Source: an optimization exercise on an open RTL-to-GDS flow (aim: small area and a short achievable clock period). Production flows keep margins and buffers that such runs may drop. RTL that was checked went through simulation tests only; none was proved equivalent to the original. For runs 4 and 5, only the layout was checked, not whether the RTL still works. Power and IR drop assume default switching activity.

===== flow/flow/run.sh =====
#!/bin/bash
# Standard layout with three changes: the full/half-adder extraction pass is
# skipped in synthesis (ABC maps the prefix adders directly), the ports get
# sky130 buf_1 buffers, and the repair passes aim below the design's period.
cp config.mk config_orig.log
cat >> config.mk <<'EOC'
export ADDER_MAP_FILE =
export SETUP_SLACK_MARGIN = 15.3
export BUFFER_PORTS_ARGS = -buffer_cell sky130_fd_sc_hd__buf_1
EOC
bash standard.sh > standard_run.log 2>&1

===== flow/standard.sh =====
#!/bin/bash
# synth_recipe.tcl (not shown) runs the flow's synth.tcl, then flattens the netlist and writes it again
# the make line also repeats each setting of config.mk as NAME=value (left out here)
make -C /OpenROAD-flow-scripts/flow DESIGN_CONFIG=/design/flow/config.mk WORK_HOME=/design/flow/orfs CLKGATE_MAP_FILE= SYNTH_SCRIPT=/design/flow/synth_recipe.tcl "${@:-finish}"

===== flow/config.mk =====
export PLATFORM = sky130hd
export DESIGN_NAME = FPA_final
export DESIGN_NICKNAME = FPA_final
export VERILOG_FILES = /design/flow/design.v
export SDC_FILE = /design/flow/constraint.sdc
export NUM_CORES = 4
export LEC_CHECK = 0
export ABC_AREA = 1
export CAP_MARGIN = 20
export CORE_MARGIN = 2
export CORE_UTILIZATION = 40
export CTS_BUF_LIST = sky130_fd_sc_hd__clkbuf_4 sky130_fd_sc_hd__clkbuf_8
export SLEW_MARGIN = 20
export ADDER_MAP_FILE =
export SETUP_SLACK_MARGIN = 15.3
export BUFFER_PORTS_ARGS = -buffer_cell sky130_fd_sc_hd__buf_1

===== flow/constraint.sdc =====
create_clock -name core_clock -period 22.0 [get_ports {clk}]
set_input_delay 4.4000 -clock core_clock [delete_from_list [all_inputs] [get_ports {clk}]]
set_output_delay 4.4000 -clock core_clock [all_outputs]
set_load 0.01 [all_outputs]

===== flow/design.v =====
module Registers (
  input  [22:0] fa,
  input  [22:0] fb,
  input         sa,
  input         sb,
  input  [7:0]  s0,
  input         gt_e,
  input         eq_e,
  input         fge,
  input  [7:0]  eL,
  input         of_in,
  output [31:0] Sum
);
  wire        agb = gt_e | (eq_e & fge);    
  wire [7:0]  dd  = s0 ^ {8{~gt_e}};
  wire        sub = sa ^ sb;
  wire [23:0] ma = {1'b1, fa}, mb = {1'b1, fb};
  wire [23:0] mL = agb ? ma : mb;
  wire [23:0] mP = agb ? (gt_e ? {1'b0, mb[23:1]} : mb) : ma;
  wire [23:0] mS = (|dd[7:5]) ? 24'd0 : mP >> dd[4:0];
  wire [23:0] s;
  wire        c;
  CSA #(24) add (.a(mL), .b(mS ^ {24{sub}}), .cin(sub), .s(s), .cout(c));
  wire [24:0] r = {c ^ sub, s};
  wire [4:0]  lz;
  wire [24:0] rs;
  normalizer n (.r(r), .lz(lz), .o(rs));
  wire        z  = ~|r;
  wire [7:0]  e1 = eL + 8'd1;
  wire [7:0]  e2 = eL + 8'd2;
  wire [7:0]  pe = z ? 8'd0 : e1 - {3'd0, lz};
  wire        of = of_in | (~z & (e2 == {3'd0, lz}));
  wire        sign = (agb ? sa : sb) & ~z;
  assign Sum = of ? 32'd0 : {sign, pe, rs[23:1]};
endmodule
module four_bit_adder #(parameter N = 23) (input [N-1:0] a, input [N-1:0] b, output ge);
  wire [N-1:0] s;
  CSA #(N) c (.a(a), .b(~b), .cin(1'b1), .s(s), .cout(ge));
endmodule
module CSA #(parameter N = 24) (input [N-1:0] a, input [N-1:0] b, input cin,
                                output [N-1:0] s, output cout);
  wire [N-1:0] g0 = a & b;
  wire [N-1:0] p0 = a ^ b;
  reg  [N-1:0] g, p;
  integer i, l;
  always @* begin
    g = g0;
    p = p0;
    g[0] = g0[0] | (p0[0] & cin);
    for (l = 0; (1 << l) < N; l = l + 1)
      for (i = 0; i < N; i = i + 1)
        if (i & (1 << l)) begin
          g[i] = g[i] | (p[i] & g[((i >> l) << l) - 1]);
          p[i] = p[i] & p[((i >> l) << l) - 1];
        end
  end
  assign s    = p0 ^ {g[N-2:0], cin};
  assign cout = g[N-1];
endmodule
module normalizer (input [24:0] r, output [4:0] lz, output [24:0] o);
  wire [31:0] x0 = {r, 7'd0};
  wire        z4 = ~|x0[31:16];
  wire [31:0] x1 = z4 ? {x0[15:0], 16'd0} : x0;
  wire        z3 = ~|x1[31:24];
  wire [31:0] x2 = z3 ? {x1[23:0], 8'd0} : x1;
  wire        z2 = ~|x2[31:28];
  wire [31:0] x3 = z2 ? {x2[27:0], 4'd0} : x2;
  wire        z1 = ~|x3[31:30];
  wire [31:0] x4 = z1 ? {x3[29:0], 2'd0} : x3;
  wire        z0 = ~x4[31];
  wire [31:0] x5 = z0 ? {x4[30:0], 1'd0} : x4;
  assign lz = {z4, z3, z2, z1, z0};
  assign o  = x5[31:7];
endmodule
module FPA (
  input  [31:0] A,
  input  [31:0] B,
  output [7:0]  s0,       
  output        gt_e,     
  output        eq_e,     
  output        fge,      
  output [7:0]  eL,       
  output        of_in     
);
  wire [7:0] ea = A[30:23], eb = B[30:23];
  CSA #(8) c (.a(ea), .b(~eb), .cin(1'b0), .s(s0), .cout(gt_e));
  assign eq_e = ea == eb;
  four_bit_adder #(23) cmp (.a(A[22:0]), .b(B[22:0]), .ge(fge));
  assign eL    = gt_e ? ea : eb;
  assign of_in = (&ea) | (&eb);
endmodule
module FPA_final (
  input         clk,
  input         rst,
  input  [31:0] in1,
  input  [31:0] in2,
  output reg [31:0] OUT
);
  wire       gt_n, eq_n, fge_n, of_n;
  wire [7:0] s0_n, eL_n;
  FPA B1 (.A(in1), .B(in2), .s0(s0_n), .gt_e(gt_n), .eq_e(eq_n), .fge(fge_n),
          .eL(eL_n), .of_in(of_n));
  reg [22:0] fa, fb;
  reg        sa, sb, gt_e, eq_e, fge, of_in, rst_d;
  reg [7:0]  s0, eL;
  always @(posedge clk) begin
    fa    <= in1[22:0];
    fb    <= in2[22:0];
    sa    <= in1[31];
    sb    <= in2[31];
    s0    <= s0_n;
    gt_e  <= gt_n;
    eq_e  <= eq_n;
    fge   <= fge_n;
    eL    <= eL_n;
    of_in <= of_n;
    rst_d <= rst;
  end
  wire [31:0] C;
  Registers M (.fa(fa), .fb(fb), .sa(sa), .sb(sb), .s0(s0), .gt_e(gt_e),
               .eq_e(eq_e), .fge(fge), .eL(eL), .of_in(of_in), .Sum(C));
  always @(posedge clk) begin
    if (rst)
      OUT <= 32'd0;
    else if (rst_d)
      OUT <= 32'h00800000;
    else
      OUT <= C;
  end
endmodule

==> results.json, run 1 <==
{
  "clk_latency_ns": 0.40,
  "dp.cells": 1862,
  "gp_congestion": 0.924,
  "setup_viol": 0,
  "async_reset_ff_frac": 0,
  "maxSlewHeadroom": 0.469,
  "start_util": 0.411,
  "outcome": "finished clean",
  "critPathRequiredTime_ns": 22.35,
  "cp-end-kind": "flip-flop",
  "drive_gt1_frac": 0.0895,
  "cp_data_arrival_time_ns": 6.47,
  "clk_path_buf_depth": 2,
  "clk_pin_slew_ns": 0.11,
  "wl_per_cell_um": 14.0,
  "cts_tree": "done",
  "synth.ff_latch_count": 101,
  "layout_common_cells": "504 x nand2_1, 250 x nand3_1, 160 x inv_1",
  "holdCritPathClass": "flip-flop to flip-flop",
  "numPortBuffers": 97,
  "synth_cell_types": 62,
  "h-tree-depth": 3,
  "antenna_found_initial": 0,
  "yosysSeqAreaShare": 0.224,
  "core_mm2": 0.0220,
  "grt-ovfl-total": 0,
  "via_count": 9858,
  "critPathMaxStageDelay_ns": 0.41,
  "power_density_mw_per_mm2": 96.9,
  "synth_top_flop_cell": "dfxtp_1",
  "dp_hpwl_um": 20100,
  "root_buffer": "clkbuf_8",
  "power_leakage_uw": 0.00503,
  "skew_ns": 0.0143,
  "crit_top_cell": "nand2_1",
  "grt_pass1_wl_um": 41600,
  "dr.pass1.iters": 5,
  "cpMaxStageDelayCell": "xnor2_4",
  "antennaDiodeCount": 0,
  "drc": 0,
  "postSynthCellCount": 1536,
  "post-route-min-period_ns": 6.13,
  "clock_sinks": 101,
  "track_usage": 0.212,
  "yosysWarnings": 4,
  "synthesis.nets": 1602,
  "fmax_mhz": 163,
  "dieHeight_um": 154,
  "hold_buffers": 0,
  "grt_start_max_net_pins": 61,
  "setup_tns_ns": 0,
  "die_width_um": 154,
  "postRouteAntennaNets": 0,
  "grt_pass1_vias": 8672,
  "synth_area_mm2": 0.00903,
  "io-pin-count": 98,
  "rows": 54,
  "num-nets-final": 1670,
  "hold_viol": 0,
  "routed_wl_um": 26500,
  "peakVddDrop_mv": 0.0391,
  "numCtsBuffers": 9,
  "fin_cells": 1889,
  "drt_iter0_drc": 867,
  "worstSetupPathType": "flip-flop to flip-flop",
  "reg2reg_slack_ns": 15.87,
  "startpoint_type": "flip-flop",
  "layout_commonest_cell": "nand2_1",
  "syn_avg_cell_area_um2": 5.88,
  "die-area_mm2": 0.0238,
  "maxCapViolCount": 0,
  "crit_fanout": 26,
  "synth_edf_count": 0,
  "tightest_slew_ns": 0.796,
  "rsz0062_at_grt": "false",
  "syn_to_final_growth_pct": 9.88,
  "fin_crit_sh": 0.278,
  "drv_slew": 0,
  "viasPerCell": 5.22
}
-- state kept, by name (all words and copies together) (netlist names) --
register and cells:
OUT 32, fa 23, fb 23, eL 8, s0 8, eq_e 1
fge 1, gt_e 1, of_in 1, rst_d 1, sa 1, sb 1
-- routing by layer --
layer  vias to the layer above  routed length [um]  share of wire  GRT usage
met3                        41                1450          0.055     0.0280
met5                         -                   0              0          0
met1                      4397               12300           0.47      0.288
met4                         0                 501          0.019     0.0596
li1                       5093                   -              -          -
met2                       327               12200           0.46      0.354
-- Yosys cell counts (all sizes together), types with 10 or more instances --
library cell,instances,area [um^2]
nand2,539,2160
nand3,256,1330
inv,184,698
nor2,122,552
dfxtp,101,2020
o21ai,85,429
buf,44,288
a21oi,43,264
xor2,28,298
nand4,23,159
or2,18,115
mux2i,16,160
nor3,14,80.1
clkbuf,10,37.5
-- kinds of logic (layout without fill, tap and decap cells) --
kind of cell               count (synthesis)  after routing  synth area share
muxes                                     16             16            0.0177
buffers and inverters                    240            305             0.114
and+or+nand+nor                          981            986             0.494
DFF                                      101            101             0.224
adders and majority gates                  1              1           0.00111
AOI/OAI and AO/OA                        161            161             0.105
xor gates and xnor gates                  36             39            0.0444
-- metrics by stage --
stage           util  total power (uW)  hold slack (ns)  area [um^2]  worst slack, ns
2_1_floorplan      -               677            0.424         9030            15.75
3_3_place_gp   0.430               793            0.443         9450            14.93
3_5_place_dp   0.430               794            0.454         9450            14.70
4_1_cts        0.443               940            0.472         9720            15.36
5_1_grt        0.452              1050            0.508         9920            15.22
6_report       0.452               961            0.468         9920            15.87
-- power by group --
group | internal (uW) | switching (uW) | leakage [uW] | total [uW]
combinational | 187 | 411 | 0.00406 | 598
clock | 69.2 | 74.7 | 0.000120 | 144
sequential | 207 | 12.4 | 0.000845 | 220
total | 463 | 498 | 0.00503 | 961
-- critical path: cells and delay by family, from the launching register on --
family | cells | cell delay [ns]
xor+xnor | 1 | 0.41
flops | 1 | 0.37
compound gates | 1 | 0.18
simple gates | 37 | 4.51
buf+inv | 3 | 0.55
-- path summary, 6_finish.rpt --
check / startpoint / endpoint / cells after the start
min reg2reg: rst_d$_DFF_P_ / OUT[23]$_SDFF_PP0_ / 2
max reg2reg: gt_e$_DFF_P_ / OUT[5]$_SDFF_PP0_ / 42
min: rst_d$_DFF_P_ / OUT[23]$_SDFF_PP0_ / 2
max: gt_e$_DFF_P_ / OUT[5]$_SDFF_PP0_ / 42
-- area by class of cell --
type                            count  area [um^2]
Clock buffer                       10          138
Clock inverter                      6          103
Fill cell                        2388        12000
Inverter                          186          734
Multi-Input combinational cell   1203         6130
Sequential cell                   101         2020
Tap cell                          280          350
Timing Repair Buffer              102          432
Timing Repair inverter              1         5.00
-- repair_timing --
action | CTS | global route
gates cloned | 0 | 10
setup buffers | 0 | 1
pin swaps | 0 | 7
setup endpoints to repair | 32 | 32
gates resized for setup | 7 | 18
==> run 2: changes to the inputs <==
--- a/flow/flow/run.sh
+++ b/flow/flow/run.sh
@@ -5,7 +5,7 @@
 cp config.mk config_orig.log
 cat >> config.mk <<'EOC'
 export ADDER_MAP_FILE =
-export SETUP_SLACK_MARGIN = 15.3
+export SETUP_SLACK_MARGIN = 14.5
 export BUFFER_PORTS_ARGS = -buffer_cell sky130_fd_sc_hd__buf_1
 EOC
 bash standard.sh > standard_run.log 2>&1
--- a/flow/config.mk
+++ b/flow/config.mk
@@ -9,8 +9,7 @@
 export CAP_MARGIN = 20
 export CORE_MARGIN = 2
 export CORE_UTILIZATION = 40
-export CTS_BUF_LIST = sky130_fd_sc_hd__clkbuf_4 sky130_fd_sc_hd__clkbuf_8
 export SLEW_MARGIN = 20
 export ADDER_MAP_FILE =
-export SETUP_SLACK_MARGIN = 15.3
+export SETUP_SLACK_MARGIN = 14.5
 export BUFFER_PORTS_ARGS = -buffer_cell sky130_fd_sc_hd__buf_1
==> results.json, run 2 <==
{
  "outcome": "finished clean",
  "via_count": 9562,
  "setup_tns_ns": 0,
  "grt_pass1_vias": 8688,
  "synth_cell_types": 62,
  "postSynthCellCount": 1536,
  "peakVddDrop_mv": 0.0366,
  "cp-end-kind": "flip-flop",
  "root_buffer": "clkbuf_16",
  "synthTopCellsByCount": "506 x nand2_1, 250 x nand3_1, 161 x inv_1",
  "synthesis.nets": 1602,
  "path_delay_family": "simple AND/OR/NAND/NOR gates",
  "fmax_mhz": 149,
  "p_sw_frac": 0.496,
  "crit_top_cell": "nand2_1",
  "maxSlewHeadroom": 0.460,
  "dp_hpwl_um": 20100,
  "setup_viol": 0,
  "cts_tree": "done",
  "clk_path_buf_depth": 2,
  "holdCritPathClass": "flip-flop to flip-flop",
  "die-area_mm2": 0.0238,
  "gp_congestion": 0.924,
  "dr.pass1.iters": 6,
  "track_usage": 0.211,
  "antenna_found_initial": 0,
  "synth_area_leaders": "dfxtp_1 22%, nand2_1 21%, nand3_1 14%",
  "syn_avg_cell_area_um2": 5.88,
  "routed_wl_um": 25100,
  "synth_top_flop_cell": "dfxtp_1",
  "numCtsBuffers": 9,
  "layout_commonest_cell": "nand2_1",
  "fin_cells": 1878,
  "rsz0062_at_grt": "false",
  "hold_viol": 0,
  "switching_power_uw": 486,
  "yosysSeqAreaShare": 0.224,
  "grt_pass1_wl_um": 41500,
  "synth_area_mm2": 0.00903,
  "hold_ws_ns": 0.466,
  "wl_met3_um": 1030,
  "pwr-share-clk": 0.186,
  "wl_per_cell_um": 13.4,
  "viasPerCell": 5.09,
  "m1WireLength_um": 12100,
  "rows": 54,
  "die_width_um": 154,
  "top_regs": "OUT x32, fa x23, fb x23",
  "startpoint_type": "flip-flop",
  "clk_pin_slew_ns": 0.08,
  "maxCapViolCount": 0,
  "multiInputGateArea_mm2": 0.00601,
  "power_density_mw_per_mm2": 99.7,
  "r2r-start": "gt_e$_DFF_P_",
  "core_mm2": 0.0220,
  "cp_data_arrival_time_ns": 6.98,
  "clock_sinks": 101,
  "grt_start_max_net_pins": 61,
  "critPathRequiredTime_ns": 22.28,
  "pwr-share-seq": 0.223,
  "drv_slew": 0,
  "p_int_uw": 493,
  "numPortBuffers": 97,
  "start_util": 0.411,
  "drc": 0,
  "io-pin-count": 98,
  "fillers": 2415,
  "regMostFlops": "OUT",
  "h-tree-depth": 3,
  "path_buf_inv": 5,
  "final-seq-area_mm2": 0.00202,
  "syn_to_final_growth_pct": 8.80,
  "fin_crit_sh": 0.305,
  "top_layer_used": "met4",
  "post-route-min-period_ns": 6.70,
  "tightest_slew_ns": 0.810,
  "cpMaxStageDelayCell": "o21ai_1",
  "yosysWarnings": 4,
  "synth.top_cell.area_share": 0.224,
  "drt_iter0_drc": 789,
  "cp-startpoint": "gt_e$_DFF_P_",
  "antennaDiodeCount": 0,
  "critPathMaxStageDelay_ns": 0.34,
  "grt-ovfl-total": 0,
  "clk_latency_ns": 0.36,
  "dieHeight_um": 154,
  "postRouteAntennaNets": 0,
  "async_reset_ff_frac": 0,
  "wl_met2_um": 11600,
  "skew_ns": 0.00880,
  "synth_top_area_cell": "dfxtp_1",
  "drive_gt1_frac": 0.0795,
  "dp.cells": 1862,
  "largest_reg_flops": 32,
  "layout_common_cells": "506 x nand2_1, 250 x nand3_1, 161 x inv_1",
  "p_comb_frac": 0.591,
  "min_from": "rst_d$_DFF_P_",
  "synth_edf_count": 0,
  "crit_fanout": 60,
  "yosysMostFrequentCell": "nand2_1",
  "power_leakage_uw": 0.00500,
  "num-nets-final": 1659,
  "synth.ff_latch_count": 101,
  "worstSetupPathType": "flip-flop to flip-flop"
}
-- run 2: cell counts after synthesis --
Identical to the previous run, type by type.
-- run 2: worst reg2reg max path: cells and delay by family (launching register included) --
kind | cells | cell delay [ns]
simple gates | 35 | 4.77
compound gates | 2 | 0.57
buf+inv | 5 | 0.95
flops | 1 | 0.31
-- run 2: kinds of logic (layout without fill, tap and decap cells) --
| kind of cell | count (synthesis) | count (layout) | share of synthesized area |
|---|---|---|---|
| simple gates | 981 | 981 | 0.494 |
| flops | 101 | 101 | 0.224 |
| mux | 16 | 16 | 0.0177 |
| xor+xnor | 36 | 36 | 0.0444 |
| buf+inv | 240 | 302 | 0.114 |
| fa+ha+maj | 1 | 1 | 0.00111 |
| compound gates | 161 | 161 | 0.105 |
-- run 2: final cells by class --
class	instances	share of cell area
clock buffers	10	0.0243
clock inverters	6	0.0104
inverters	186	0.0724
multi-input cells	1195	0.612
flip-flops and latches	101	0.206
well taps	280	0.0357
repair buffers	100	0.0398
-- run 2: power by group through the flow --
stage | registers [uW] | clock network [uW] | logic [uW]
2_1_floorplan | 228 | 0 | 448
3_3_place_gp | 222 | 0 | 571
3_5_place_dp | 222 | 0 | 572
4_1_cts | 218 | 187 | 574
5_1_grt | 221 | 193 | 654
6_report | 218 | 182 | 579
-- run 2: final timing paths --
check	endpoint	slack [ns]	cells past startpoint
min	OUT[23]$_SDFF_PP0_	0.47	2
max reg2reg	OUT[0]$_SDFF_PP0_	15.30	42
min reg2reg	OUT[23]$_SDFF_PP0_	0.47	2
max	OUT[0]$_SDFF_PP0_	15.30	42
-- run 2: what timing repair did --
item                       in CTS  in global routing
hold buffers                    0                  0
resized for setup               0                  7
setup endpoints to repair       0                 32
hold endpoints to repair        0                  0
buffers inserted                0                  0
-- run 2: metrics by stage --
step	utilization	instance area, um^2	worst slack, ns	power (uW)
global placement	0.430	9450	14.93	793
CTS	0.446	9790	14.64	978
detailed placement	0.430	9450	14.70	794
global route	0.447	9820	14.58	1070
finish	0.447	9820	15.30	979
floorplan	-	9030	15.75	677
-- run 2: layer usage --
metal  vias to the layer above  track usage
met5                         -            0
li1                       5060            -
met3                        32       0.0238
met1                      4241        0.286
met2                       229        0.356
met4                         0       0.0601
==> run 3: changes to the inputs <==
--- a/flow/flow/run.sh
+++ b/flow/flow/run.sh
@@ -5,7 +5,7 @@
 cp config.mk config_orig.log
 cat >> config.mk <<'EOC'
 export ADDER_MAP_FILE =
-export SETUP_SLACK_MARGIN = 14.5
+export SETUP_SLACK_MARGIN = 15.0
 export BUFFER_PORTS_ARGS = -buffer_cell sky130_fd_sc_hd__buf_1
 EOC
 bash standard.sh > standard_run.log 2>&1
--- a/flow/config.mk
+++ b/flow/config.mk
@@ -11,5 +11,5 @@
 export CORE_UTILIZATION = 40
 export SLEW_MARGIN = 20
 export ADDER_MAP_FILE =
-export SETUP_SLACK_MARGIN = 14.5
+export SETUP_SLACK_MARGIN = 15.0
 export BUFFER_PORTS_ARGS = -buffer_cell sky130_fd_sc_hd__buf_1
==> results.json, run 3 <==
{
  "maxSlewHeadroom": 0.455,
  "numPortBuffers": 97,
  "dp_hpwl_um": 20100,
  "drive_gt1_frac": 0.0848,
  "power_density_mw_per_mm2": 100,
  "drt_iter0_drc": 803,
  "synth.ff_latch_count": 101,
  "synth.top_cell.area_share": 0.224,
  "worstSetupPathType": "flip-flop to flip-flop",
  "setup_tns_ns": 0,
  "cp_data_arrival_time_ns": 6.67,
  "cpMaxStageDelayCell": "nor3_1",
  "post-cts-setup-buffers": 0,
  "yosysMostFrequentCell": "nand2_1",
  "postRouteAntennaNets": 0,
  "finish.utilization": 0.452,
  "layout_common_cells": "505 x nand2_1, 250 x nand3_1, 161 x inv_1",
  "grt_pass1_wl_um": 41500,
  "die_width_um": 154,
  "fmax_mhz": 157,
  "drv_slew": 0,
  "num-nets-final": 1665,
  "antennaDiodeCount": 0,
  "largest_reg_flops": 32,
  "hold_buffers": 0,
  "h-tree-depth": 3,
  "async_reset_ff_frac": 0,
  "yosysSeqAreaShare": 0.224,
  "skew_ns": 0.00943,
  "dieHeight_um": 154,
  "fin_ws_ns": 15.62,
  "postSynthCellCount": 1536,
  "critPathRequiredTime_ns": 22.29,
  "post-route-min-period_ns": 6.38,
  "grt-ovfl-total": 0,
  "outcome": "finished clean",
  "synth_area_mm2": 0.00903,
  "maxCapViolCount": 0,
  "synth_top_flop_cell": "dfxtp_1",
  "crit_fanout": 30,
  "antenna_found_initial": 0,
  "fin_crit_sh": 0.290,
  "clk_pin_slew_ns": 0.08,
  "tightest_slew_ns": 0.816,
  "syn_avg_cell_area_um2": 5.88,
  "grt_start_max_net_pins": 61,
  "clock_sinks": 101,
  "rsz0062_at_grt": "false",
  "io-pin-count": 98,
  "layout_commonest_cell": "nand2_1",
  "reg2reg_slack_ns": 15.62,
  "viasPerCell": 5.16,
  "synthTopCellsByCount": "506 x nand2_1, 250 x nand3_1, 161 x inv_1",
  "root_buffer": "clkbuf_16",
  "fillers": 2401,
  "yosysWarnings": 4,
  "critPathMaxStageDelay_ns": 0.49,
  "cts_tree": "done",
  "synth_edf_count": 0,
  "numCtsBuffers": 9,
  "top_regs": "OUT x32, fa x23, fb x23",
  "synth_cell_types": 62,
  "track_usage": 0.211,
  "place_ws_ns": 14.70,
  "core_mm2": 0.0220,
  "hold_ws_ns": 0.466,
  "synth_area_leaders": "dfxtp_1 22%, nand2_1 21%, nand3_1 14%",
  "holdCritPathClass": "flip-flop to flip-flop",
  "peakVddDrop_mv": 0.0361,
  "startpoint_type": "flip-flop",
  "gp_congestion": 0.924,
  "setup_viol": 0,
  "hold_viol": 0,
  "rows": 54,
  "start_util": 0.411,
  "power_leakage_uw": 0.00504,
  "synth_top_area_cell": "dfxtp_1",
  "grt_pass1_vias": 8688,
  "dr.pass1.iters": 5,
  "syn_to_final_growth_pct": 9.95,
  "via_count": 9730,
  "regMostFlops": "OUT",
  "wl_per_cell_um": 13.8,
  "drc": 0,
  "clk_path_buf_depth": 2,
  "clk_latency_ns": 0.36,
  "routed_wl_um": 26000,
  "synthesis.nets": 1602,
  "crit_top_cell": "nand2_1",
  "cp-end-kind": "flip-flop",
  "die-area_mm2": 0.0238
}
-- run 3: worst paths after layout --
path | start | endpoint | cells after the start
max | eq_e$_DFF_P_ | OUT[2]$_SDFF_PP0_ | 39
min | rst_d$_DFF_P_ | OUT[23]$_SDFF_PP0_ | 2
max reg2reg | eq_e$_DFF_P_ | OUT[2]$_SDFF_PP0_ | 39
min reg2reg | rst_d$_DFF_P_ | OUT[23]$_SDFF_PP0_ | 2
-- run 3: per-layer routing --
metal	GRT usage	up-vias	part of all wire
met5	0	-	0
met4	0.0601	0	0.016
met3	0.0238	29	0.050
met2	0.356	279	0.46
met1	0.286	4338	0.47
li1	-	5084	-
-- run 3: final cells by class --
| type | instances | area [um^2] | area share |
|---|---|---|---|
| Sequential cell | 101 | 2020 | 0.204 |
| Tap cell | 280 | 350 | 0.0353 |
| Timing Repair Buffer | 100 | 399 | 0.0402 |
| Multi-Input combinational cell | 1201 | 6090 | 0.614 |
| Clock inverter | 6 | 103 | 0.0103 |
| Inverter | 186 | 721 | 0.0726 |
| Clock buffer | 10 | 239 | 0.0241 |
-- run 3: kinds of logic after synthesis --
family                     synth area share
and+or+nand+nor                       0.494
buffers and inverters                 0.114
AOI/OAI and AO/OA                     0.105
DFF                                   0.224
xor gates and xnor gates             0.0444
muxes                                0.0177
adders and majority gates           0.00111
-- run 3: what timing repair did --
item,in CTS,in global routing
gates resized for setup,3,13
pin swaps,0,5
endpoints found under the setup margin,32,32
gates cloned,0,6
-- run 3: report_power, final --
group / leakage, uW / internal, uW / switching (uW) / total (uW)
registers: 0.000845 / 207 / 11.6 / 219
logic: 0.00403 / 184 / 407 / 591
clock network: 0.000166 / 105 / 77.4 / 182
-- run 3: worst max-delay path, delay by kind of cell (launching register included) --
| kind | cells | cell delay (ns) |
|---|---|---|
| buffers and inverters | 3 | 0.46 |
| flip-flops | 1 | 0.35 |
| AO/OA/AOI/OAI | 1 | 0.24 |
| AND/OR/NAND/NOR | 34 | 5.03 |
| multiplexers | 1 | 0.18 |
-- run 3: per-stage QoR --
stage,area (um^2),total power (uW),std cells
after floorplan,9030,677,1536
after global placement,9450,793,1862
after detailed placement,9450,794,1862
after CTS,9800,979,1878
after global routing,9920,1080,1884
final,9920,992,1884
==> run 4: changes to the inputs <==
--- a/flow/design.v
+++ b/flow/design.v
@@ -1,20 +1,22 @@
 module Registers (
-  input  [22:0] fa,
-  input  [22:0] fb,
-  input         sa,
-  input         sb,
-  input  [7:0]  s0,
+  input  [31:0] A,
+  input  [31:0] B,
   input         gt_e,
   input         eq_e,
   input         fge,
-  input  [7:0]  eL,
   input         of_in,
   output [31:0] Sum
 );
+  wire        sa = A[31], sb = B[31];
+  wire [7:0]  ea = A[30:23], eb = B[30:23];
   wire        agb = gt_e | (eq_e & fge);    
+  wire [7:0]  s0;
+  wire        unused_c;
+  CSA #(8) ediff (.a(ea), .b(~eb), .cin(1'b0), .s(s0), .cout(unused_c));
   wire [7:0]  dd  = s0 ^ {8{~gt_e}};
+  wire [7:0]  eL  = gt_e ? ea : eb;
   wire        sub = sa ^ sb;
-  wire [23:0] ma = {1'b1, fa}, mb = {1'b1, fb};
+  wire [23:0] ma = {1'b1, A[22:0]}, mb = {1'b1, B[22:0]};
   wire [23:0] mL = agb ? ma : mb;
   wire [23:0] mP = agb ? (gt_e ? {1'b0, mb[23:1]} : mb) : ma;
   wire [23:0] mS = (|dd[7:5]) ? 24'd0 : mP >> dd[4:0];
@@ -75,18 +77,16 @@
 module FPA (
   input  [31:0] A,
   input  [31:0] B,
-  output [7:0]  s0,       
   output        gt_e,     
   output        eq_e,     
   output        fge,      
-  output [7:0]  eL,       
   output        of_in     
 );
   wire [7:0] ea = A[30:23], eb = B[30:23];
+  wire [7:0] s0;
   CSA #(8) c (.a(ea), .b(~eb), .cin(1'b0), .s(s0), .cout(gt_e));
-  assign eq_e = ea == eb;
+  assign eq_e  = ea == eb;
   four_bit_adder #(23) cmp (.a(A[22:0]), .b(B[22:0]), .ge(fge));
-  assign eL    = gt_e ? ea : eb;
   assign of_in = (&ea) | (&eb);
 endmodule
 module FPA_final (
@@ -96,29 +96,21 @@
   input  [31:0] in2,
   output reg [31:0] OUT
 );
-  wire       gt_n, eq_n, fge_n, of_n;
-  wire [7:0] s0_n, eL_n;
-  FPA B1 (.A(in1), .B(in2), .s0(s0_n), .gt_e(gt_n), .eq_e(eq_n), .fge(fge_n),
-          .eL(eL_n), .of_in(of_n));
-  reg [22:0] fa, fb;
-  reg        sa, sb, gt_e, eq_e, fge, of_in, rst_d;
-  reg [7:0]  s0, eL;
+  wire gt_n, eq_n, fge_n, of_n;
+  FPA B1 (.A(in1), .B(in2), .gt_e(gt_n), .eq_e(eq_n), .fge(fge_n), .of_in(of_n));
+  reg [31:0] A, B;
+  reg        gt_e, eq_e, fge, of_in, rst_d;
   always @(posedge clk) begin
-    fa    <= in1[22:0];
-    fb    <= in2[22:0];
-    sa    <= in1[31];
-    sb    <= in2[31];
-    s0    <= s0_n;
+    A     <= in1;
+    B     <= in2;
     gt_e  <= gt_n;
     eq_e  <= eq_n;
     fge   <= fge_n;
-    eL    <= eL_n;
     of_in <= of_n;
     rst_d <= rst;
   end
   wire [31:0] C;
-  Registers M (.fa(fa), .fb(fb), .sa(sa), .sb(sb), .s0(s0), .gt_e(gt_e),
-               .eq_e(eq_e), .fge(fge), .eL(eL), .of_in(of_in), .Sum(C));
+  Registers M (.A(A), .B(B), .gt_e(gt_e), .eq_e(eq_e), .fge(fge), .of_in(of_in), .Sum(C));
   always @(posedge clk) begin
     if (rst)
       OUT <= 32'd0;
--- a/flow/flow/run.sh
+++ b/flow/flow/run.sh
@@ -5,7 +5,7 @@
 cp config.mk config_orig.log
 cat >> config.mk <<'EOC'
 export ADDER_MAP_FILE =
-export SETUP_SLACK_MARGIN = 15.0
+export SETUP_SLACK_MARGIN = 16
 export BUFFER_PORTS_ARGS = -buffer_cell sky130_fd_sc_hd__buf_1
 EOC
 bash standard.sh > standard_run.log 2>&1
--- a/flow/config.mk
+++ b/flow/config.mk
@@ -11,5 +11,5 @@
 export CORE_UTILIZATION = 40
 export SLEW_MARGIN = 20
 export ADDER_MAP_FILE =
-export SETUP_SLACK_MARGIN = 15.0
+export SETUP_SLACK_MARGIN = 16
 export BUFFER_PORTS_ARGS = -buffer_cell sky130_fd_sc_hd__buf_1
==> results.json, run 4 <==
{
  "drv_slew": 0,
  "fmax_mhz": 171,
  "yosysMostFrequentCell": "nand2_1",
  "drt_iter0_drc": 897,
  "start_util": 0.404,
  "fin_crit_sh": 0.265,
  "tightest_slew_ns": 0.921,
  "power_leakage_uw": 0.00583,
  "h-tree-depth": 3,
  "wl_met3_um": 1680,
  "startpoint_type": "input pin",
  "grt-ovfl-total": 0,
  "layout_commonest_cell": "nand2_1",
  "root_buffer": "clkbuf_16",
  "synthSimpleGateAreaFrac": 0.521,
  "grt_start_max_net_pins": 39,
  "top_layer_used": "met4",
  "io-pin-count": 98,
  "yosysSeqAreaShare": 0.223,
  "numCtsBuffers": 9,
  "clk_pin_slew_ns": 0.08,
  "hold_viol": 0,
  "p_int_uw": 520,
  "rsz0062_at_grt": "true",
  "synth_top_area_cell": "nand2_1",
  "clk_path_buf_depth": 2,
  "synth_compound_area_frac": 0.110,
  "drc": 0,
  "switching_power_uw": 555,
  "synth_area_leaders": "nand2_1 28%, dfxtp_1 22%, nand3_1 12%",
  "numPortBuffers": 97,
  "drive_gt1_frac": 0.192,
  "core_mm2": 0.0224,
  "synth.top_cell.area_share": 0.275,
  "maxSlewHeadroom": 0.380,
  "pwr-share-seq": 0.197,
  "synth_cell_types": 57,
  "die-area_mm2": 0.0239,
  "clock_sinks": 101,
  "multiInputGateArea_mm2": 0.00698,
  "peakVddDrop_mv": 0.0420,
  "hold_buffers": 0,
  "top_regs": "A x32, B x32, OUT x32",
  "holdCritPathClass": "flip-flop to flip-flop",
  "grt_pass1_wl_um": 45100,
  "p_comb_frac": 0.650,
  "m1WireLength_um": 12800,
  "postSynthCellCount": 1644,
  "clk_latency_ns": 0.38,
  "power_uw": 1080,
  "wl_per_cell_um": 14.3,
  "final-seq-area_mm2": 0.00203,
  "synth_area_mm2": 0.00907,
  "setup_tns_ns": 0,
  "num-nets-final": 1846,
  "cts_tree": "done",
  "gp_congestion": 0.940,
  "syn_avg_cell_area_um2": 5.52,
  "antennaDiodeCount": 0,
  "synth_fa_ha_area_frac": 0,
  "synth_top_flop_cell": "dfxtp_1",
  "maxCapViolCount": 0,
  "antenna_found_initial": 1,
  "dr.pass1.iters": 6,
  "die_width_um": 155,
  "rows": 55,
  "wl_met2_um": 14100,
  "async_reset_ff_frac": 0,
  "synthesis.nets": 1710,
  "dieHeight_um": 155,
  "routed_wl_um": 29700,
  "syn_to_final_growth_pct": 28.3,
  "track_usage": 0.230,
  "synth.ff_latch_count": 101,
  "critPathRequiredTime_ns": 22.32,
  "synth_mux_area_frac": 0.0110,
  "setup_viol": 0,
  "synth_top_family_by_area": "simple AND/OR/NAND/NOR gates",
  "layout_common_cells": "591 x nand2_1, 184 x nand3_1, 149 x inv_1",
  "dp_hpwl_um": 20200,
  "postRouteAntennaNets": 0,
  "outcome": "finished clean",
  "power_density_mw_per_mm2": 92.4,
  "p_sw_frac": 0.516,
  "yosysWarnings": 4,
  "via_count": 10927,
  "pwr-share-clk": 0.153,
  "cp-end-kind": "flip-flop",
  "viasPerCell": 5.28,
  "cp_data_arrival_time_ns": 6.16,
  "worstSetupPathType": "input pin to flip-flop",
  "synth_xor_area_frac": 0.0243,
  "synth_edf_count": 0,
  "crit_fanout": 2,
  "grt_pass1_vias": 9504,
  "skew_ns": 0.0140,
  "synthTopCellsByCount": "665 x nand2_1, 213 x nand3_1, 151 x inv_1",
  "post-route-min-period_ns": 5.84,
  "fillers": 2254
}
[run 4: cell count changes after synthesis, sizes merged, moves of 5 or more]
cell	before	now
xor2	28	16
mux2i	16	10
nand3	256	217
nand4	23	18
inv	184	178
nand2	539	692
clkbuf	10	15
o21ai	85	92
a21oi	43	61
nor4	0	5
[run 4: kinds of logic (layout without fill, tap and decap cells)]
| family | Yosys count | after routing |
|---|---|---|
| AND/OR/NAND/NOR | 1093 | 1103 |
| buffers and inverters | 239 | 369 |
| multiplexers | 10 | 10 |
| AO/OA/AOI/OAI | 181 | 181 |
| flip-flops | 101 | 101 |
| XOR/XNOR | 20 | 21 |
[run 4: worst max-delay path: stages]
cell       delay [ns]
buf_1            0.08
inv_1            0.06
nand2_1          0.05
a31oi_1          0.17
nor2_1           0.06
a211oi_2         0.14
o21ai_1          0.10
a221oi_2         0.22
or2_4            0.16
a31oi_4          0.08
o31ai_4          0.26
nand2_1          0.10
nand3_2          0.07
o2111ai_1        0.10
nand4_1          0.10
[run 4: what timing repair did]
action | 4_1_cts | 5_1_grt
cloned | 8 | 14
endpoints found under the setup margin | 32 | 33
pin swaps | 10 | 89
buffers inserted | 6 | 53
resized for setup | 51 | 195
[run 4: metal layers]
metal	global-route usage	up-vias
met5	0	-
met4	0.0855	0
met3	0.0333	75
met2	0.393	391
met1	0.294	4927
li1	-	5534
[run 4: area by class of cell]
| type | count | share of cell area |
|---|---|---|
| clock buffer | 9 | 0.0194 |
| inverter | 181 | 0.0675 |
| timing repair buffer | 169 | 0.0996 |
| sequential | 101 | 0.174 |
| clock inverter | 7 | 0.00592 |
| multi-input combinational | 1315 | 0.600 |
| timing repair inverter | 3 | 0.00237 |
| tap | 285 | 0.0307 |
[run 4: power groups by stage]
stage	sequential (uW)	combinational (uW)	clock [uW]
after floorplan	223	421	0
after global placement	216	535	0
after global routing	214	773	177
final	212	699	165
after detailed placement	216	536	0
after CTS	212	577	167
[run 4: path summary, 6_finish.rpt]
check | from | end | slack (ns) | cells past startpoint
setup / recovery | in2[1] | fge$_DFF_P_ | 16.16 | 15
hold / removal | rst_d$_DFF_P_ | OUT[23]$_SDFF_PP0_ | 0.45 | 2
setup reg to reg | A[24]$_DFF_P_ | OUT[27]$_SDFF_PP0_ | 16.22 | 44
hold reg to reg | rst_d$_DFF_P_ | OUT[23]$_SDFF_PP0_ | 0.45 | 2
[run 4: stage by stage]
stage                      util  worst slack (ns)  cells  hold slack (ns)  instance area, um^2
after floorplan               -             16.18   1644            0.424                 9070
final                     0.519             16.16   2070            0.454                11600
after global placement    0.424             14.68   1972            0.443                 9510
after CTS                 0.456             16.01   2002            0.456                10200
after detailed placement  0.424             14.49   1972            0.442                 9510
after global routing      0.519             15.85   2070            0.482                11600
==> run 5: changes to the inputs <==
--- a/flow/flow/run.sh
+++ b/flow/flow/run.sh
@@ -5,7 +5,7 @@
 cp config.mk config_orig.log
 cat >> config.mk <<'EOC'
 export ADDER_MAP_FILE =
-export SETUP_SLACK_MARGIN = 16
+export SETUP_SLACK_MARGIN = 16.7
 export BUFFER_PORTS_ARGS = -buffer_cell sky130_fd_sc_hd__buf_1
 EOC
 bash standard.sh > standard_run.log 2>&1
--- a/flow/config.mk
+++ b/flow/config.mk
@@ -11,5 +11,5 @@
 export CORE_UTILIZATION = 40
 export SLEW_MARGIN = 20
 export ADDER_MAP_FILE =
-export SETUP_SLACK_MARGIN = 16
+export SETUP_SLACK_MARGIN = 16.7
 export BUFFER_PORTS_ARGS = -buffer_cell sky130_fd_sc_hd__buf_1
==> results.json, run 5 <==
{
  "path_depth": 47,
  "dp_hpwl_um": 20200,
  "synth_edf_count": 0,
  "drv_slew": 0,
  "dp.cells": 1972,
  "rsz0062_at_grt": "true",
  "setup_tns_ns": 0,
  "hold_viol": 0,
  "synth_area_leaders": "nand2_1 28%, dfxtp_1 22%, nand3_1 12%",
  "cts_tree": "done",
  "die-area_mm2": 0.0239,
  "hold_end": "OUT[23]$_SDFF_PP0_",
  "track_usage": 0.267,
  "synthesis.nets": 1710,
  "r2r-end": "OUT[13]$_SDFF_PP0_",
  "top_regs": "A x32, B x32, OUT x32",
  "worstSetupPathType": "flip-flop to flip-flop",
  "critPathRequiredTime_ns": 22.31,
  "clk_pin_slew_ns": 0.08,
  "maxCapViolCount": 0,
  "clock_sinks": 101,
  "synth.top_cell.area_share": 0.275,
  "start_util": 0.404,
  "r2r_cells": 47,
  "drive_gt1_frac": 0.365,
  "fmax_mhz": 169,
  "numPortBuffers": 97,
  "h-tree-depth": 3,
  "io-pin-count": 98,
  "fin_cells": 2177,
  "clk_path_buf_depth": 2,
  "layout_commonest_cell": "nand2_1",
  "grt-ovfl-total": 0,
  "fin_crit_sh": 0.269,
  "syn_to_final_growth_pct": 53.3,
  "fin_ws_ns": 16.08,
  "r2r-start": "B[23]$_DFF_P_",
  "yosysSeqAreaShare": 0.223,
  "drt_iter0_drc": 967,
  "post-route-min-period_ns": 5.92,
  "power_leakage_uw": 0.00666,
  "via_count": 12122,
  "wl_per_cell_um": 16.4,
  "rows": 55,
  "async_reset_ff_frac": 0,
  "crit_top_cell": "nand2_2",
  "finish.utilization": 0.620,
  "synth_top_area_cell": "nand2_1",
  "reg2reg_slack_ns": 16.08,
  "holdCritPathClass": "flip-flop to flip-flop",
  "hold_buffers": 0,
  "postRouteAntennaNets": 0,
  "viasPerCell": 5.57,
  "peakVddDrop_mv": 0.0512,
  "synth_area_mm2": 0.00907,
  "dr.pass1.iters": 6,
  "die_width_um": 155,
  "path_delay_family": "simple AND/OR/NAND/NOR gates",
  "gp_congestion": 0.940,
  "synth_top_flop_cell": "dfxtp_1",
  "power_density_mw_per_mm2": 93.9,
  "layout_common_cells": "476 x nand2_1, 157 x nand2_2, 137 x inv_1",
  "cp-end-kind": "flip-flop",
  "drc": 0,
  "startpoint_type": "flip-flop",
  "tightest_slew_ns": 1.21,
  "grt_pass1_wl_um": 52200,
  "antennaDiodeCount": 0,
  "outcome": "finished clean",
  "synth.ff_latch_count": 101,
  "hold_ws_ns": 0.473,
  "synthTopCellsByCount": "665 x nand2_1, 213 x nand3_1, 151 x inv_1",
  "numCtsBuffers": 9,
  "core_mm2": 0.0224,
  "cp_data_arrival_time_ns": 6.24,
  "cpMaxStageDelayCell": "dfxtp_2",
  "synth_cell_types": 57,
  "postSynthCellCount": 1644,
  "grt_start_max_net_pins": 35,
  "setup_viol": 0,
  "dieHeight_um": 155,
  "path_buf_inv": 6,
  "crit_fanout": 7,
  "min_from": "rst_d$_DFF_P_",
  "routed_wl_um": 35800,
  "yosysMostFrequentCell": "nand2_1",
  "hold_depth": 2,
  "yosysWarnings": 4,
  "num-nets-final": 1953,
  "clk_latency_ns": 0.38,
  "skew_ns": 0.0148,
  "critPathMaxStageDelay_ns": 0.36,
  "root_buffer": "clkbuf_16",
  "antenna_found_initial": 0,
  "syn_avg_cell_area_um2": 5.52,
  "grt_pass1_vias": 10846,
  "place_ws_ns": 14.49,
  "maxSlewHeadroom": 0.188
}
run 5: logic make-up after synthesis:
group | after synthesis | share of synthesized area
buf+inv | 239 | 0.111
compound gates | 181 | 0.110
mux | 10 | 0.0110
flops | 101 | 0.223
xor+xnor | 20 | 0.0243
simple gates | 1093 | 0.521
run 5: metrics by stage:
stage,total power (uW),area [um^2]
after global placement,750,9510
after global routing,1380,13900
after CTS,1120,12100
final,1310,13900
after floorplan,644,9070
after detailed placement,752,9510
run 5: worst max-delay path by stage:
stage	from	end	slack (ns)
finish	B[23]$_DFF_P_	OUT[13]$_SDFF_PP0_	16.08
global route	B[23]$_DFF_P_	OUT[30]$_SDFF_PP0_	15.81
CTS	in2[1]	fge$_DFF_P_	16.10
detailed placement	gt_e$_DFF_P_	OUT[30]$_SDFF_PP0_	14.49
global placement	gt_e$_DFF_P_	OUT[30]$_SDFF_PP0_	14.68
floorplan	in2[1]	fge$_DFF_P_	16.18
run 5: report_power, final:
group          switching (uW)  total [uW]  internal, uW
Sequential               8.05         212           204
Combinational             583         927           344
Clock                    86.3         166          80.0
run 5: layout make-up:
type                    instances  area, um^2
fillers                      1894        8530
multi-input cells            1319        8200
repair buffers                270        2150
flip-flops and latches        101        2040
inverters                     181         795
well taps                     285         357
clock buffers                   9         225
clock inverters                 7        68.8
repair inverters                5        55.1
run 5: layer usage:
metal | vias up | track usage | wire [um] | part of all wire
met5 | - | 0 | 0 | 0
met4 | 0 | 0.134 | 2270 | 0.063
met3 | 215 | 0.0443 | 2390 | 0.067
met2 | 626 | 0.471 | 17300 | 0.48
met1 | 5526 | 0.314 | 13900 | 0.39
li1 | 5755 | - | - | -
run 5: tightest hold or removal path: stages, from the launching register on:
cell and delay (ns):
dfxtp_1 0.33, inv_1 0.05, a21oi_1 0.05
run 5: what timing repair did:
item	CTS	global route
pin swaps	118	137
endpoints found under the setup margin	33	35
setup buffers	104	52
gates resized for setup	285	317
gates cloned	28	5

## afterwards: timing with drivers on the ports
How much do the figures lean on ideal ports? The routed layouts below were timed once more, with nothing changed but the port constraints.
Step 1, drivers: a clkbuf_16 drives clk and a buf_2 each remaining input, both assumed.
Step 2 adds t to the input delays and takes it off the output delays; t is the mean of the earliest and latest rising clock arrival at the registers after step 1. Input paths then give back, and output paths get back, about the clock's delay inside the block.
a / b / c = ideal ports / drivers / drivers and shift; a / b = the first two.
| run | t, ns | setup WS [ns] | slew at the worst register clock pin (ns) | worst data-port slew with drivers (ns) | pins driven straight from the clock port |
|---|---|---|---|---|---|
| run 1 | 0.442 | 15.874 / 15.874 / 15.541 | 0.11 / 0.11 | 0.04 | 1 |
| run 2 | 0.403 | 15.300 / 15.300 / 15.300 | 0.08 / 0.08 | 0.04 | 1 |
| run 3 | 0.404 | 15.621 / 15.621 / 15.535 | 0.08 / 0.08 | 0.04 | 1 |
| run 4 | 0.419 | 16.162 / 16.190 / 15.771 | 0.08 / 0.08 | 0.03 | 1 |
| run 5 | 0.415 | 16.077 / 16.077 / 15.772 | 0.08 / 0.08 | 0.03 | 1 |
After both steps setup and hold are still met in every run listed. The setup slack of run 4, which loses most, moves by +0.028 ns with the drivers and by -0.391 ns with both steps.
